This is an optimization exercise on Yosys and OpenROAD, whose aim is small area, not a production implementation. The RTL was checked by simulation tests, not by an equivalence proof against the original design. Power and IR drop assume default switching activity.

Setup of oak:
## rgb2YCbCr
module rgb2YCbCr #(
parameter pix_per_clock = 4,
parameter data_width    = 8
)
(
input wire clk_in,
input wire reset,
input wire [(data_width*pix_per_clock*3)-1:0] rdata,
input wire rlast,
output reg rready,
input wire ruser,
input wire rvalid,
output reg [(data_width*pix_per_clock*3)-1:0] tdata,
output reg tlast,
input wire tready,
output reg tuser,
output reg tvalid
);
Size: ~1300 cells after synthesis, about 410 flip-flops, ~200 I/O pins, ~19000 um^2 of cells after synthesis.
clock: 5.0 ns
lec_check: 0
cap_margin: 20
core_margin: 2
core_utilization: 75
slew_margin: 20
synth_hierarchical: 1
synth_minimum_keep_size: 0
standard.sh (not shown) runs the stock make flow with config.mk's settings and CLKGATE_MAP_FILE= SYNTH_SCRIPT=/design/flow/synth_recipe.tcl, a recipe that flattens the netlist after the stock synthesis.
==> flow/flow/run.sh <==
#!/bin/bash
# Standard layout (the standard.sh, unchanged synthesis and floorplan) with two
# knobs passed through the environment:
#  - ports are buffered with the smallest buffer (buf_1) instead of the default choice;
#  - clock tree synthesis uses clkbuf_8 on clusters of up to 20 sinks and adds no dummy loads.
set -euo pipefail
cd "$(dirname "$0")/.."
export BUFFER_PORTS_ARGS="-buffer_cell sky130_fd_sc_hd__buf_1"
export CTS_ARGS="-sink_clustering_enable -repair_clock_nets -dont_use_dummy_load -sink_clustering_size 10 -sink_clustering_max_diameter 40 -buf_list sky130_fd_sc_hd__clkbuf_4"
bash standard.sh > standard.log 2>&1
oak completed end to end with timing, DRC and antenna clean.
--- input diff oak..pine ---
- CORE_UTILIZATION changed from 75 to 60
==> flow/flow/run.sh <==
#!/bin/bash
# Standard layout (the standard.sh, unchanged synthesis and floorplan) with two
# knobs passed through the environment:
#  - ports are buffered with the smallest buffer (buf_1) instead of the default choice;
#  - clock tree synthesis clusters more sinks per buffer and adds no dummy loads.
set -euo pipefail
cd "$(dirname "$0")/.."
export BUFFER_PORTS_ARGS="-buffer_cell sky130_fd_sc_hd__buf_1"
export GPL_KEEP_OVERFLOW=0
export CTS_ARGS="-sink_clustering_enable -repair_clock_nets -dont_use_dummy_load -sink_clustering_size 20 -sink_clustering_max_diameter 60 -buf_list sky130_fd_sc_hd__clkbuf_8"
bash standard.sh > standard.log 2>&1
Results
pine ends up with a register share of total power that is 1.1 points higher than in oak.
Share of cells above drive strength 1: pine > oak
pine vs. oak: via count normalized by instance count went down; portion of the post-synthesis area used by sequential elements did not really move; initial antenna violation count went down; global placer's final weighted congestion went down; register-to-register slack went up.
Power, pine and oak, lower one = pine.
#### Input delta (birch over pine)
- CORE_UTILIZATION: 60 -> 40
==> flow/run.sh (new file) <==
#!/bin/bash
# synth_recipe.tcl (not shown) runs the flow's synth.tcl, then flattens the netlist and writes it again
# the make line also repeats each setting of config.mk as NAME=value (left out here)
make -C /OpenROAD-flow-scripts/flow DESIGN_CONFIG=/design/flow/config.mk WORK_HOME=/design/flow/orfs CLKGATE_MAP_FILE= SYNTH_SCRIPT=/design/flow/synth_recipe.tcl finish
removed: flow/flow/run.sh
removed: flow/standard.sh
--- outcome ---
In the reports for birch and pine, the larger first-iteration DRC count belongs to pine. Upper clock frequency limit: pine vs birch — no meaningful difference. Summary: total wire length after detailed routing, birch worse than pine. Going from pine to birch, cell area grew by more than 10%. Summary of birch over pine: mean routed wirelength per cell now smaller, switching fraction of total power now smaller, clock skew now smaller, sum of met2 wire segment lengths after detailed routing now larger, clock power now larger. Compare birch and pine | share of cell area taken by multi-input logic gates higher: pine.
Changes in maple relative to birch:
- CORE_UTILIZATION now 60, was 40
==> flow/flow/run.sh (new file) <==
#!/bin/bash
# Standard layout (the standard.sh, unchanged synthesis and floorplan) with two
# knobs passed through the environment:
#  - ports are buffered with the smallest buffer (buf_1) instead of the default choice;
#  - clock tree synthesis uses clkbuf_8 on clusters of up to 20 sinks and adds no dummy loads.
set -euo pipefail
cd "$(dirname "$0")/.."
export BUFFER_PORTS_ARGS="-buffer_cell sky130_fd_sc_hd__buf_1"
export CTS_ARGS="-sink_clustering_enable -repair_clock_nets -dont_use_dummy_load -sink_clustering_size 10 -sink_clustering_max_diameter 40 -buf_list sky130_fd_sc_hd__clkbuf_4"
bash standard.sh > standard.log 2>&1
==> flow/standard.sh (new file) <==
#!/bin/bash
# synth_recipe.tcl (not shown) runs the flow's synth.tcl, then flattens the netlist and writes it again
# the make line also repeats each setting of config.mk as NAME=value (left out here)
make -C /OpenROAD-flow-scripts/flow DESIGN_CONFIG=/design/flow/config.mk WORK_HOME=/design/flow/orfs CLKGATE_MAP_FILE= SYNTH_SCRIPT=/design/flow/synth_recipe.tcl "${@:-finish}"
removed: flow/run.sh
[summary]
maple | status: complete | timing, DRC, antenna: pass
Looking only at total design power, and setting everything else aside, the higher value of maple and birch goes to birch.
maple and birch ended up with roughly the same power consumed by sequential cells.
Compare maple and birch | multi-input gate share of the layout cell area higher: maple
Higher final instance area among maple and birch: birch
### maple -> cedar
- changing CORE_UTILIZATION from 60 to 40
==> flow/flow/run.sh <==
#!/bin/bash
# Standard layout (the standard.sh, unchanged synthesis and floorplan) with two
# knobs passed through the environment:
#  - ports are buffered with the smallest buffer (buf_1) instead of the default choice;
#  - clock tree synthesis clusters more sinks per buffer and adds no dummy loads.
set -euo pipefail
cd "$(dirname "$0")/.."
export BUFFER_PORTS_ARGS="-buffer_cell sky130_fd_sc_hd__buf_1"
export CTS_ARGS="-sink_clustering_enable -repair_clock_nets -dont_use_dummy_load -sink_clustering_size 35 -sink_clustering_max_diameter 80 -buf_list sky130_fd_sc_hd__clkbuf_16"
bash standard.sh > standard.log 2>&1
Results
- cedar ended with less multi-input logic portion of the cell area than maple.
- Against maple as the reference, cedar delivers a higher worst-case hold slack.
- NOTE layout buffer count excluding clock buffers maple->cedar increased by a few percent
- As of cedar, peak supply drop had risen by more than 10% compared to maple.

## run A
Starting RTL as in the previous note.
clock: 5.0 ns
lec_check: 0
cap_margin: 20
core_margin: 2
core_utilization: 40
slew_margin: 20
synth_hierarchical: 1
synth_minimum_keep_size: 0
==> flow/flow/run.sh <==
#!/bin/bash
# Standard layout (the standard.sh, unchanged synthesis and floorplan) with two
# knobs passed through the environment:
#  - ports are buffered with the smallest buffer (buf_1) instead of the default choice;
#  - clock tree synthesis clusters more sinks per buffer and adds no dummy loads.
set -euo pipefail
cd "$(dirname "$0")/.."
export BUFFER_PORTS_ARGS="-buffer_cell sky130_fd_sc_hd__buf_1"
export CTS_ARGS="-sink_clustering_enable -repair_clock_nets -dont_use_dummy_load -sink_clustering_size 20 -sink_clustering_max_diameter 60 -buf_list {sky130_fd_sc_hd__clkbuf_4 sky130_fd_sc_hd__clkbuf_8}"
bash standard.sh > standard.log 2>&1
Run A ended with every stage complete and zero timing, DRC or antenna violations.
Input-level comparison between run B and run A:
Settings: changing CORE_UTILIZATION from 40 to 75.
==> flow/flow/run.sh <==
#!/bin/bash
# Standard layout (the standard.sh, unchanged synthesis and floorplan) with two
# knobs passed through the environment:
#  - ports are buffered with the smallest buffer (buf_1) instead of the default choice;
#  - clock tree synthesis uses clkbuf_8 on clusters of up to 20 sinks and adds no dummy loads.
set -euo pipefail
cd "$(dirname "$0")/.."
export BUFFER_PORTS_ARGS="-buffer_cell sky130_fd_sc_hd__buf_1"
export CTS_ARGS="-sink_clustering_enable -repair_clock_nets -dont_use_dummy_load -sink_clustering_size 20 -sink_clustering_max_diameter 60 -buf_list sky130_fd_sc_hd__clkbuf_8"
bash standard.sh > standard.log 2>&1
Findings:
| achievable clock frequency | run A vs run B | ≈ equal |. Diff run A -> run B | die area | down by more than a quarter. Looking only at fraction of area in registers, and setting everything else aside, the higher value of run B and run A goes to run B. Higher transition at the pin with the smallest max-transition slack among run B and run A: run A. The run showing the greater setup slack is run A. Relative to run A, run B improves half-perimeter wire length of the detailed placement result. Reported for run B and run A, share of the synthesized netlist area taken by xor and xnor gates turned out identical to the last digit. Summary: with run A as the reference, first-iteration DRC count in run B moved up by more than half.
Modified inputs, run C compared to run B
Settings: swapping 75 for 60 in CORE_UTILIZATION.
diff --git a/flow/flow/run.sh b/flow/flow/run.sh
--- a/flow/flow/run.sh
+++ b/flow/flow/run.sh
@@ -5 +5 @@
-#  - clock tree synthesis uses clkbuf_8 on clusters of up to 20 sinks and adds no dummy loads.
+#  - clock tree synthesis clusters more sinks per buffer and adds no dummy loads.
Results
Between run B and run C, period utilization is higher for run B, run C comes in under that.
Initial antenna violation count, run B and run C, higher one = run C.
Final setup violation count came out exactly the same in run B and run C.
### run C -> run D
Settings: CORE_UTILIZATION: 60 -> 40.
diff --git a/flow/flow/run.sh b/flow/flow/run.sh
--- a/flow/flow/run.sh
+++ b/flow/flow/run.sh
@@ -9 +9 @@
-export CTS_ARGS="-sink_clustering_enable -repair_clock_nets -dont_use_dummy_load -sink_clustering_size 20 -sink_clustering_max_diameter 60 -buf_list sky130_fd_sc_hd__clkbuf_8"
+export CTS_ARGS="-sink_clustering_enable -repair_clock_nets -dont_use_dummy_load -sink_clustering_size 30 -buf_list sky130_fd_sc_hd__clkbuf_4"
--- outcome ---
The net total in the final layout of run D exceeds that of run C by 72.
Compared with run C, run D shows a higher power density of the placed cells.
Run D went all the way through synthesis, placement and routing and the layout is clean on timing, DRC and antenna.
[compare] base=run C new=run D: post-CTS repair timing setup buffer count barely changed; switching share of power barely changed; placed instance area climbed about 1.5%.

Setup of build 63:
Another version of the RTL of rgb2YCbCr (not shown whole).
Size in the first run: ~1,300 cells after synthesis, about 200 I/O pins.
==> flow/config.mk <==
export PLATFORM = sky130hd
export DESIGN_NAME = rgb2YCbCr
export DESIGN_NICKNAME = rgb2YCbCr
export VERILOG_FILES = /design/flow/design.v
export SDC_FILE = /design/flow/constraint.sdc
export NUM_CORES = 4
export LEC_CHECK = 0
export CAP_MARGIN = 20
export CORE_MARGIN = 2
export CORE_UTILIZATION = 75
export GPL_ROUTABILITY_DRIVEN = 0
export SLEW_MARGIN = 20
export SYNTH_HIERARCHICAL = 1
export SYNTH_MINIMUM_KEEP_SIZE = 0
==> flow/constraint.sdc <==
create_clock -name core_clock -period 5.0 [get_ports {clk_in}]
set_input_delay 1.0000 -clock core_clock [delete_from_list [all_inputs] [get_ports {clk_in}]]
set_output_delay 1.0000 -clock core_clock [all_outputs]
set_load 0.01 [all_outputs]
==> flow/flow/run.sh <==
#!/bin/bash
# Standard layout (the standard.sh, unchanged synthesis and floorplan) with two
# knobs passed through the environment:
#  - ports are buffered with the smallest buffer (buf_1) instead of the default choice;
#  - clock tree synthesis uses clkbuf_4 on clusters of up to 10 sinks and adds no dummy loads.
set -euo pipefail
cd "$(dirname "$0")/.."
export BUFFER_PORTS_ARGS="-buffer_cell sky130_fd_sc_hd__buf_1"
export CTS_ARGS="-sink_clustering_enable -repair_clock_nets -dont_use_dummy_load -sink_clustering_size 10 -sink_clustering_max_diameter 40 -buf_list sky130_fd_sc_hd__clkbuf_4"
bash standard.sh > standard.log 2>&1
Relative to build 63, the following input files were edited for build 86:
Settings: clearing GPL_ROUTABILITY_DRIVEN, which used to be 0; swapping 75 for 80 in CORE_UTILIZATION.
[summary]
- Build 86 completed end to end; final checks failed (negative setup slack).
- The maximum number of pins on one net before global-route repair in build 86 was lower than what build 63 gave.
- Build 86 against build 63: total negative slack lost 0.0077 ns, switching power picked up an extra about 5%.
- When build 86 is set beside build 63, its post-route total power turns out to be about 2.6% larger.
- Die area: build 86 vs build 63 down about 6%
- Total instance count after detailed placement: build 86 < build 63
- The more densely filled core belongs to build 86, not build 63.
- Build 86 against build 63: clock tree buffer count of the final layout went down, post-route worst setup slack decreased 0.18 ns.
Input changes introduced in build 50 (baseline for comparison: build 86):
Settings: a change of CORE_UTILIZATION from 80 to 75.
==> flow/flow/run.sh <==
#!/bin/bash
# Standard layout (the standard.sh, unchanged synthesis and floorplan) with two
# knobs passed through the environment:
#  - ports are buffered with the smallest buffer (buf_1) instead of the default choice;
#  - clock tree synthesis uses clkbuf_8 on clusters of up to 20 sinks and adds no dummy loads.
set -euo pipefail
cd "$(dirname "$0")/.."
export BUFFER_PORTS_ARGS="-buffer_cell sky130_fd_sc_hd__buf_1"
export CTS_ARGS="-sink_clustering_enable -repair_clock_nets -dont_use_dummy_load -sink_clustering_size 20 -sink_clustering_max_diameter 60 -buf_list sky130_fd_sc_hd__clkbuf_8"
bash standard.sh > standard.log 2>&1
### Flow results
NOTE: worst reg-to-reg setup slack in build 50 exceeds that of build 86
Build 50 vs. build 86: pin count of the biggest net entering global routing saw an increase; post-route clock period utilization saw a decrease; power saw a decrease.
FAIL: build 86; every other run in build 50 and build 86 is clean
Build 86 finished every stage; the final checks, however, were not passed, the failures being negative setup slack.

re-timing with driven ports:
No port has a modelled driver above. Below, the same layouts with a new extraction and two added sets of constraints.
Step 1, drivers: a clkbuf_16 drives clk_in and a buf_2 each remaining input, both assumed.
Step 2 adds t to the input delays and takes it off the output delays; t is the mean of the earliest and latest rising clock arrival at the registers after step 1. Input paths then give back, and output paths get back, about the clock's delay inside the block.
Three values: ideal ports, drivers, drivers and shift; two values: the first two.
run | shift t [ns] | setup slack, ns | worst data-port slew with drivers (ns)
oak | 0.681 | 0.120 / 0.120 / 0.120 | 0.09
pine | 0.633 | 0.140 / 0.140 / 0.140 | 0.07
birch | 0.593 | 0.141 / 0.141 / 0.141 | 0.10
maple | 0.772 | 0.120 / 0.120 / 0.120 | 0.11
cedar | 0.583 | 0.158 / 0.158 / 0.158 | 0.06
run A | 0.665 | 0.155 / 0.155 / 0.155 | 0.06
run B | 0.613 | 0.141 / 0.141 / 0.141 | 0.09
run C | 0.645 | 0.160 / 0.160 / 0.160 | 0.11
run D | 0.810 | 0.152 / 0.152 / 0.152 | 0.06
build 63 | 0.716 | 0.174 / 0.174 / 0.174 | 0.09
build 86 | 0.706 | -0.008 / -0.008 / -0.008 | 0.09
build 50 | 0.620 | 0.157 / 0.157 / 0.157 | 0.08
